This design comes from an exercise in tuning for small area and a short achievable clock period on the open sky130 flow, not from production work. At most, simulation tests tie the RTL to the original design; equivalence was not proved.

== the previous run ==
==> module mac_acc, before the edit <==
module mac_acc(input sys_en, input [24:0] acc, input [15:0] prod, output [24:0] acc_next);
    wire [15:0] pg = prod & {16{sys_en}};
    wire cy16;
    wire [15:0] lo_sum;
    wire [15:0] g152 = acc[15:0] & pg;
    wire [15:0] p153 = acc[15:0] ^ pg;
    wire G154 = g152[1] | (p153[1] & g152[0]);
    wire G155 = g152[2] | (p153[2] & G154);
    wire G156 = g152[3] | (p153[3] & G155);
    wire G157 = g152[4] | (p153[4] & G156);
    wire G158 = g152[5] | (p153[5] & G157);
    wire G159 = g152[6] | (p153[6] & G158);
    wire G160 = g152[7] | (p153[7] & G159);
    wire G161 = g152[8] | (p153[8] & G160);
    wire G162 = g152[9] | (p153[9] & G161);
    wire G163 = g152[11] | (p153[11] & g152[10]);
    wire P164 = p153[11] & p153[10];
    wire G165 = g152[13] | (p153[13] & g152[12]);
    wire P166 = p153[13] & p153[12];
    wire G167 = g152[15] | (p153[15] & g152[14]);
    wire P168 = p153[15] & p153[14];
    wire G169 = g152[12] | (p153[12] & G163);
    wire P170 = p153[12] & P164;
    wire G171 = G165 | (P166 & G163);
    wire P172 = P166 & P164;
    wire G173 = g152[14] | (p153[14] & G171);
    wire P174 = p153[14] & P172;
    wire G175 = G167 | (P168 & G171);
    wire P176 = P168 & P172;
    wire G177 = g152[10] | (p153[10] & G162);
    wire G178 = G163 | (P164 & G162);
    wire G179 = G169 | (P170 & G162);
    wire G180 = G171 | (P172 & G162);
    wire G181 = G173 | (P174 & G162);
    wire G182 = G175 | (P176 & G162);
    assign lo_sum = p153 ^ {G181, G180, G179, G178, G177, G162, G161, G160, G159, G158, G157, G156, G155, G154, g152[0], 1'b0};
    assign cy16 = G182;
    assign acc_next[15:0] = lo_sum;
    wire inc = cy16 & ~pg[15];
    wire dec = pg[15] & ~cy16;
    wire [8:0] hi = acc[24:16];
    wire [8:0] ones, zeros;
    assign ones[0] = 1'b1;
    assign zeros[0] = 1'b1;
    assign ones[1] = ones[0] & hi[0];
    assign zeros[1] = zeros[0] & ~hi[0];
    assign ones[2] = ones[1] & hi[1];
    assign zeros[2] = zeros[1] & ~hi[1];
    assign ones[3] = ones[2] & hi[2];
    assign zeros[3] = zeros[2] & ~hi[2];
    assign ones[4] = ones[3] & hi[3];
    assign zeros[4] = zeros[3] & ~hi[3];
    assign ones[5] = ones[4] & hi[4];
    assign zeros[5] = zeros[4] & ~hi[4];
    assign ones[6] = ones[5] & hi[5];
    assign zeros[6] = zeros[5] & ~hi[5];
    assign ones[7] = ones[6] & hi[6];
    assign zeros[7] = zeros[6] & ~hi[6];
    assign ones[8] = ones[7] & hi[7];
    assign zeros[8] = zeros[7] & ~hi[7];
    assign acc_next[24:16] = hi ^ (({9{inc}} & ones) | ({9{dec}} & zeros));
endmodule
clock: 12.0 ns
lec_check: 0
cap_margin: 20
core_margin: 2
core_utilization: 40
setup_slack_margin: 2.5
slew_margin: 20
standard.sh (not shown) runs the stock make flow with config.mk's settings and CLKGATE_MAP_FILE= SYNTH_SCRIPT=/design/flow/synth_recipe.tcl, a recipe that flattens the netlist after the stock synthesis.
==> flow/flow/run.sh <==
#!/bin/bash
set -euo pipefail
sed 's/yosys synth -nofsm -noshare/yosys synth -nofsm -noshare -noabc/' synth_recipe.tcl > my_synth.tcl
bash standard.sh "SYNTH_SCRIPT=$PWD/my_synth.tcl" "BUFFER_PORTS_ARGS=-buffer_cell sky130_fd_sc_hd__buf_1" finish > standard.log 2>&1
> inputs changed (the previous run -> the current run)
--- a/flow/design.v
+++ b/flow/design.v
@@ -335,32 +335,42 @@
     wire G157 = g152[4] | (p153[4] & G156);
     wire G158 = g152[5] | (p153[5] & G157);
     wire G159 = g152[6] | (p153[6] & G158);
     wire G160 = g152[7] | (p153[7] & G159);
-    wire G161 = g152[8] | (p153[8] & G160);
-    wire G162 = g152[9] | (p153[9] & G161);
+    wire G161 = g152[9] | (p153[9] & g152[8]);
+    wire P162 = p153[9] & p153[8];
     wire G163 = g152[11] | (p153[11] & g152[10]);
     wire P164 = p153[11] & p153[10];
     wire G165 = g152[13] | (p153[13] & g152[12]);
     wire P166 = p153[13] & p153[12];
     wire G167 = g152[15] | (p153[15] & g152[14]);
     wire P168 = p153[15] & p153[14];
-    wire G169 = g152[12] | (p153[12] & G163);
-    wire P170 = p153[12] & P164;
-    wire G171 = G165 | (P166 & G163);
-    wire P172 = P166 & P164;
-    wire G173 = g152[14] | (p153[14] & G171);
-    wire P174 = p153[14] & P172;
-    wire G175 = G167 | (P168 & G171);
-    wire P176 = P168 & P172;
-    wire G177 = g152[10] | (p153[10] & G162);
-    wire G178 = G163 | (P164 & G162);
-    wire G179 = G169 | (P170 & G162);
-    wire G180 = G171 | (P172 & G162);
-    wire G181 = G173 | (P174 & G162);
-    wire G182 = G175 | (P176 & G162);
-    assign lo_sum = p153 ^ {G181, G180, G179, G178, G177, G162, G161, G160, G159, G158, G157, G156, G155, G154, g152[0], 1'b0};
-    assign cy16 = G182;
+    wire G169 = g152[10] | (p153[10] & G161);
+    wire P170 = p153[10] & P162;
+    wire G171 = G163 | (P164 & G161);
+    wire P172 = P164 & P162;
+    wire G173 = g152[14] | (p153[14] & G165);
+    wire P174 = p153[14] & P166;
+    wire G175 = G167 | (P168 & G165);
+    wire P176 = P168 & P166;
+    wire G177 = g152[12] | (p153[12] & G171);
+    wire P178 = p153[12] & P172;
+    wire G179 = G165 | (P166 & G171);
+    wire P180 = P166 & P172;
+    wire G181 = G173 | (P174 & G171);
+    wire P182 = P174 & P172;
+    wire G183 = G175 | (P176 & G171);
+    wire P184 = P176 & P172;
+    wire G185 = g152[8] | (p153[8] & G160);
+    wire G186 = G161 | (P162 & G160);
+    wire G187 = G169 | (P170 & G160);
+    wire G188 = G171 | (P172 & G160);
+    wire G189 = G177 | (P178 & G160);
+    wire G190 = G179 | (P180 & G160);
+    wire G191 = G181 | (P182 & G160);
+    wire G192 = G183 | (P184 & G160);
+    assign lo_sum = p153 ^ {G191, G190, G189, G188, G187, G186, G185, G160, G159, G158, G157, G156, G155, G154, g152[0], 1'b0};
+    assign cy16 = G192;
     assign acc_next[15:0] = lo_sum;
     wire inc = cy16 & ~pg[15];
     wire dec = pg[15] & ~cy16;
     wire [8:0] hi = acc[24:16];
==> results.txt <==
Compound-gate portion of the synthesized area, the current run and the previous run: smaller value in the previous run
The current run has mean cell area of the mapped netlist below what the previous run had.
Status: largest stage delay on the critical path parity (the previous run, the current run)
Setup slack on the worst flop-to-flop path: the current run vs the previous run up 170 ps
Min final worst setup slack across the current run and the previous run: the previous run
Multi-input combinational gate total up about 3.4% in the current run wrt the previous run
For the previous run, only the layout was checked, not whether the RTL still works.

* * *

MAC_25, a different RTL version from the one above (not shown whole).
Size: about 360 cells after synthesis, ~25 flip-flops, about 61 I/O pins, roughly 3400 µm² of cells after synthesis.
Design MAC_25, start of the top module:
module MAC_25(
    input         sys_clk,
    input         sys_en,
    input         rst_n,
    input  [7:0]  data_in_a,
    input         sign_data_in_a,
    input  [7:0]  data_in_b,
    output [15:0] mul_output,
    output [24:0] mac_output
);
make LEC_CHECK=0 CAP_MARGIN=20 CORE_MARGIN=2 CORE_UTILIZATION=40 SETUP_SLACK_MARGIN=3 SLEW_MARGIN=20 finish   # period 12.0 ns
run.sh (not shown) runs the stock make flow with config.mk's settings and CLKGATE_MAP_FILE= SYNTH_SCRIPT=/design/flow/synth_recipe.tcl, a recipe that flattens the netlist after the stock synthesis.
Stock flow here: none of the scripts above is used.
Next try:
--- a/flow/design.v
+++ b/flow/design.v
@@ -98,26 +98,26 @@
     wire s17 = c8 ^ s13 ^ s15;
     wire c18 = (c8 & s13) | (c8 & s15) | (s13 & s15);
     wire s19 = c10 ^ s17 ^ c12;
     wire c20 = (c10 & s17) | (c10 & c12) | (s17 & c12);
     wire s21 = pp0_6 ^ pp1_5 ^ pp2_4;
     wire c22 = (pp0_6 & pp1_5) | (pp0_6 & pp2_4) | (pp1_5 & pp2_4);
     wire s23 = pp3_3 ^ pp4_2 ^ pp5_1;
     wire c24 = (pp3_3 & pp4_2) | (pp3_3 & pp5_1) | (pp4_2 & pp5_1);
     wire s25 = pp6_0 ^ c14 ^ c16;
     wire c26 = (pp6_0 & c14) | (pp6_0 & c16) | (c14 & c16);
     wire s27 = s21 ^ s23 ^ c18;
     wire c28 = (s21 & s23) | (s21 & c18) | (s23 & c18);
-    wire s29 = s25 ^ s27 ^ c20;
-    wire c30 = (s25 & s27) | (s25 & c20) | (s27 & c20);
+    wire s29 = s25 ^ s27;
+    wire c30 = s25 & s27;
     wire s31 = 1'b1 ^ pp0_7 ^ pp1_6;
     wire c32 = (1'b1 & pp0_7) | (1'b1 & pp1_6) | (pp0_7 & pp1_6);
     wire s33 = pp2_5 ^ pp3_4 ^ pp4_3;
     wire c34 = (pp2_5 & pp3_4) | (pp2_5 & pp4_3) | (pp3_4 & pp4_3);
     wire s35 = pp5_2 ^ pp6_1 ^ pp7_0;
     wire c36 = (pp5_2 & pp6_1) | (pp5_2 & pp7_0) | (pp6_1 & pp7_0);
     wire s37 = c22 ^ c24 ^ s31;
     wire c38 = (c22 & c24) | (c22 & s31) | (c24 & s31);
     wire s39 = s33 ^ c26 ^ s35;
     wire c40 = (s33 & c26) | (s33 & s35) | (c26 & s35);
     wire s41 = s37 ^ c28 ^ s39;
     wire c42 = (s37 & c28) | (s37 & s39) | (c28 & s39);
@@ -154,26 +154,26 @@
     wire s73 = pp4_7 ^ pp5_6 ^ pp6_5;
     wire c74 = (pp4_7 & pp5_6) | (pp4_7 & pp6_5) | (pp5_6 & pp6_5);
     wire s75 = pp7_4 ^ c66 ^ s73;
     wire c76 = (pp7_4 & c66) | (pp7_4 & s73) | (c66 & s73);
     wire s77 = c68 ^ s75 ^ c70;
     wire c78 = (c68 & s75) | (c68 & c70) | (s75 & c70);
     wire s79 = pp5_7 ^ pp6_6 ^ pp7_5;
     wire c80 = (pp5_7 & pp6_6) | (pp5_7 & pp7_5) | (pp6_6 & pp7_5);
     wire s81 = c74 ^ c76 ^ s79;
     wire c82 = (c74 & c76) | (c74 & s79) | (c76 & s79);
     wire s83 = pp6_7 ^ pp7_6 ^ c80;
     wire c84 = (pp6_7 & pp7_6) | (pp6_7 & c80) | (pp7_6 & c80);
-    wire [15:0] ra = {1'b1, pp7_7, c82, s81, c72, c64, c54, c42, s41, s29, s19, s11, s5, s1, pp0_1, pp0_0};
-    wire [15:0] rb = {1'b0, c84, s83, c78, s77, s71, s63, s53, c30, 1'b0, 1'b0, 1'b0, 1'b0, 1'b0, pp1_0, 1'b0};
+    wire [15:0] ra = {1'b1, pp7_7, c82, s81, c72, c64, c54, c42, c30, c20, s19, s11, s5, s1, pp0_1, pp0_0};
+    wire [15:0] rb = {1'b0, c84, s83, c78, s77, s71, s63, s53, s41, s29, 1'b0, 1'b0, 1'b0, 1'b0, pp1_0, 1'b0};
     wire [15:0] prod;
     wire [15:0] g85 = ra & rb;
     wire [15:0] p86 = ra ^ rb;
     wire G87 = g85[1] | (p86[1] & g85[0]);
     wire P88 = p86[1] & p86[0];
     wire G89 = g85[3] | (p86[3] & g85[2]);
     wire P90 = p86[3] & p86[2];
     wire G91 = g85[5] | (p86[5] & g85[4]);
     wire P92 = p86[5] & p86[4];
     wire G93 = g85[7] | (p86[7] & g85[6]);
     wire P94 = p86[7] & p86[6];
     wire G95 = g85[9] | (p86[9] & g85[8]);
=> The changed run finished clean. Clock-buffer cell count came out higher by 1. Worst setup slack improves by 0.042 ns. Area after synthesis increases by about 3%. Maximum frequency grows by 0.46%. Core utilization drops by 6.3 points. Final area falls by about 6%. Wire length went down by about 9%. Critical path depth came out lower by 2.
No run of this note included a check of the RTL's function; only the layout flow was run.

* * *

== old ==
MAC_25, a different RTL version from the one above (not shown whole).
Size: roughly 25 flip-flops, ~61 I/O pins, roughly 3200 sq um of cells after synthesis.
==> flow/config.mk <==
export PLATFORM = sky130hd
export DESIGN_NAME = MAC_25
export DESIGN_NICKNAME = MAC_25
export VERILOG_FILES = /design/flow/design.v
export SDC_FILE = /design/flow/constraint.sdc
export NUM_CORES = 4
export LEC_CHECK = 0
export CAP_MARGIN = 20
export CORE_MARGIN = 2
export CORE_UTILIZATION = 40
export SETUP_SLACK_MARGIN = 2.5
export SLEW_MARGIN = 20
==> flow/constraint.sdc <==
create_clock -name core_clock -period 12.0 [get_ports {sys_clk}]
set_input_delay 2.4000 -clock core_clock [delete_from_list [all_inputs] [get_ports {sys_clk}]]
set_output_delay 2.4000 -clock core_clock [all_outputs]
set_load 0.01 [all_outputs]
standard.sh (not shown) runs the stock make flow with config.mk's settings and CLKGATE_MAP_FILE= SYNTH_SCRIPT=/design/flow/synth_recipe.tcl, a recipe that flattens the netlist after the stock synthesis.
Scripts as last shown in full above: flow/flow/run.sh
#### Input delta (new over old)
--- a/flow/design.v
+++ b/flow/design.v
@@ -231,30 +231,30 @@
     wire s63 = s59 ^ c52 ^ s61;
     wire c64 = (s59 & c52) | (s59 & s61) | (c52 & s61);
     wire s65 = pp3_7 ^ pp4_6 ^ pp5_5;
     wire c66 = (pp3_7 & pp4_6) | (pp3_7 & pp5_5) | (pp4_6 & pp5_5);
     wire s67 = pp6_4 ^ c56 ^ s65;
     wire c68 = (pp6_4 & c56) | (pp6_4 & s65) | (c56 & s65);
-    wire s69 = pp7_3 ^ c58 ^ s67;
-    wire c70 = (pp7_3 & c58) | (pp7_3 & s67) | (c58 & s67);
-    wire s71 = c60 ^ s69 ^ c62;
-    wire c72 = (c60 & s69) | (c60 & c62) | (s69 & c62);
+    wire s69 = pp7_3 ^ c58 ^ c60;
+    wire c70 = (pp7_3 & c58) | (pp7_3 & c60) | (c58 & c60);
+    wire s71 = s67 ^ c62 ^ s69;
+    wire c72 = (s67 & c62) | (s67 & s69) | (c62 & s69);
     wire s73 = pp4_7 ^ pp5_6 ^ pp6_5;
     wire c74 = (pp4_7 & pp5_6) | (pp4_7 & pp6_5) | (pp5_6 & pp6_5);
     wire s75 = c66 ^ s73 ^ pp7_4;
     wire c76 = (c66 & s73) | (c66 & pp7_4) | (s73 & pp7_4);
     wire s77 = c68 ^ s75 ^ c70;
     wire c78 = (c68 & s75) | (c68 & c70) | (s75 & c70);
     wire s79 = pp5_7 ^ pp6_6 ^ c74;
     wire c80 = (pp5_7 & pp6_6) | (pp5_7 & c74) | (pp6_6 & c74);
     wire s81 = pp7_5 ^ s79 ^ c76;
     wire c82 = (pp7_5 & s79) | (pp7_5 & c76) | (s79 & c76);
     wire s83 = pp6_7 ^ pp7_6 ^ c80;
     wire c84 = (pp6_7 & pp7_6) | (pp6_7 & c80) | (pp7_6 & c80);
-    assign ra = {1'b0, pp7_7, s83, s81, s77, c64, c54, c42, s41, s29, s19, s11, s5, s1, pp0_1, pp0_0};
-    assign rb = {1'b1, c84, c82, c78, c72, s71, s63, s53, c30, 1'b1, 1'b1, 1'b1, 1'b1, 1'b1, pp1_0, 1'b1};
+    assign ra = {1'b0, pp7_7, s83, s81, c72, c64, c54, c42, s41, s29, s19, s11, s5, s1, pp0_1, pp0_0};
+    assign rb = {1'b1, c84, c82, c78, s77, s71, s63, s53, c30, 1'b1, 1'b1, 1'b1, 1'b1, 1'b1, pp1_0, 1'b1};
 endmodule
 module mac_cpa(input [15:0] ra, input [15:0] rb, output [15:0] prod);
     wire [15:0] g85 = ra & rb;
     wire [15:0] p86 = ra ^ rb;
     wire g87 = ra[0] | rb[0];
     wire G88 = g85[1] | (p86[1] & g87);
@@ -333,46 +333,30 @@
     wire G155 = g152[2] | (p153[2] & G154);
     wire G156 = g152[3] | (p153[3] & G155);
     wire G157 = g152[4] | (p153[4] & G156);
     wire G158 = g152[5] | (p153[5] & G157);
     wire G159 = g152[6] | (p153[6] & G158);
     wire G160 = g152[7] | (p153[7] & G159);
-    wire G161 = g152[9] | (p153[9] & g152[8]);
-    wire P162 = p153[9] & p153[8];
-    wire G163 = g152[11] | (p153[11] & g152[10]);
-    wire P164 = p153[11] & p153[10];
+    wire G161 = g152[8] | (p153[8] & G160);
+    wire G162 = g152[9] | (p153[9] & G161);
+    wire G163 = g152[10] | (p153[10] & G162);
+    wire G164 = g152[11] | (p153[11] & G163);
     wire G165 = g152[13] | (p153[13] & g152[12]);
     wire P166 = p153[13] & p153[12];
     wire G167 = g152[15] | (p153[15] & g152[14]);
     wire P168 = p153[15] & p153[14];
-    wire G169 = g152[10] | (p153[10] & G161);
-    wire P170 = p153[10] & P162;
-    wire G171 = G163 | (P164 & G161);
-    wire P172 = P164 & P162;
-    wire G173 = g152[14] | (p153[14] & G165);
-    wire P174 = p153[14] & P166;
-    wire G175 = G167 | (P168 & G165);
-    wire P176 = P168 & P166;
-    wire G177 = g152[12] | (p153[12] & G171);
-    wire P178 = p153[12] & P172;
-    wire G179 = G165 | (P166 & G171);
-    wire P180 = P166 & P172;
-    wire G181 = G173 | (P174 & G171);
-    wire P182 = P174 & P172;
-    wire G183 = G175 | (P176 & G171);
-    wire P184 = P176 & P172;
-    wire G185 = g152[8] | (p153[8] & G160);
-    wire G186 = G161 | (P162 & G160);
-    wire G187 = G169 | (P170 & G160);
-    wire G188 = G171 | (P172 & G160);
-    wire G189 = G177 | (P178 & G160);
-    wire G190 = G179 | (P180 & G160);
-    wire G191 = G181 | (P182 & G160);
-    wire G192 = G183 | (P184 & G160);
-    assign lo_sum = p153 ^ {G191, G190, G189, G188, G187, G186, G185, G160, G159, G158, G157, G156, G155, G154, g152[0], 1'b0};
-    assign cy16 = G192;
+    wire G169 = g152[14] | (p153[14] & G165);
+    wire P170 = p153[14] & P166;
+    wire G171 = G167 | (P168 & G165);
+    wire P172 = P168 & P166;
+    wire G173 = g152[12] | (p153[12] & G164);
+    wire G174 = G165 | (P166 & G164);
+    wire G175 = G169 | (P170 & G164);
+    wire G176 = G171 | (P172 & G164);
+    assign lo_sum = p153 ^ {G175, G174, G173, G164, G163, G162, G161, G160, G159, G158, G157, G156, G155, G154, g152[0], 1'b0};
+    assign cy16 = G176;
     assign acc_next[15:0] = lo_sum;
     wire inc = cy16 & ~pg[15];
     wire dec = pg[15] & ~cy16;
     wire [8:0] hi = acc[24:16];
     wire [8:0] ones, zeros;
     assign ones[0] = 1'b1;
## What came out
Compared with old, net count reported at finish in new increased slightly.
new: fraction of the mapped netlist area in compound gates 0.95 points below old
Compared with old, in new sequential share of layout area dropped 1.8 points, final instance area grew by about 12%.
new against old: synthesized netlist net count now sits lower, sequential-to-total area share from yosys stat held steady, maximum frequency now sits lower.
No run of this note included a check of the RTL's function; only the layout flow was run.

## port drivers added, routing unchanged
No port has a modelled driver above. Below, the same layouts with a new extraction and two added sets of constraints. Step 1: set_driving_cell puts a clkbuf_16 on sys_clk and a buf_2 on each other input, an assumption about the parent block. Step 2 times the ports against the registers' clock, not the clock port: input delays grow and output delays shrink by t, the midpoint of the rising clock arrivals with the driver on. Three values: ideal ports, drivers, drivers and shift; two values: the first two.
| run | shift t [ns] | slack for setup (ns) | hold slack, ns | latest minus earliest clock arrival (ns) |
|---|---|---|---|---|
| the previous run | 0.290 | 2.725 / 2.662 / 2.520 | 0.477 / 0.477 / 0.477 | 0.009 / 0.009 |
| the current run | 0.289 | 2.853 / 2.815 / 2.597 | 0.485 / 0.485 / 0.485 | 0.006 / 0.007 |
| the first run of note 2 | 0.300 | 2.846 / 2.815 / 2.613 | 0.490 / 0.490 / 0.490 | 0.007 / 0.007 |
| the second run of note 2 | 0.291 | 2.888 / 2.857 / 2.695 | 0.479 / 0.479 / 0.479 | 0.003 / 0.003 |
| old | 0.291 | 2.775 / 2.745 / 2.632 | 0.477 / 0.477 / 0.477 | 0.006 / 0.006 |
| new | 0.293 | 2.392 / 2.378 / 2.085 | 0.499 / 0.499 / 0.499 | 0.004 / 0.004 |
After both steps setup and hold are still met in every run listed. The setup slack of new, which loses most, moves by -0.014 ns with the drivers and by -0.307 ns with both steps.
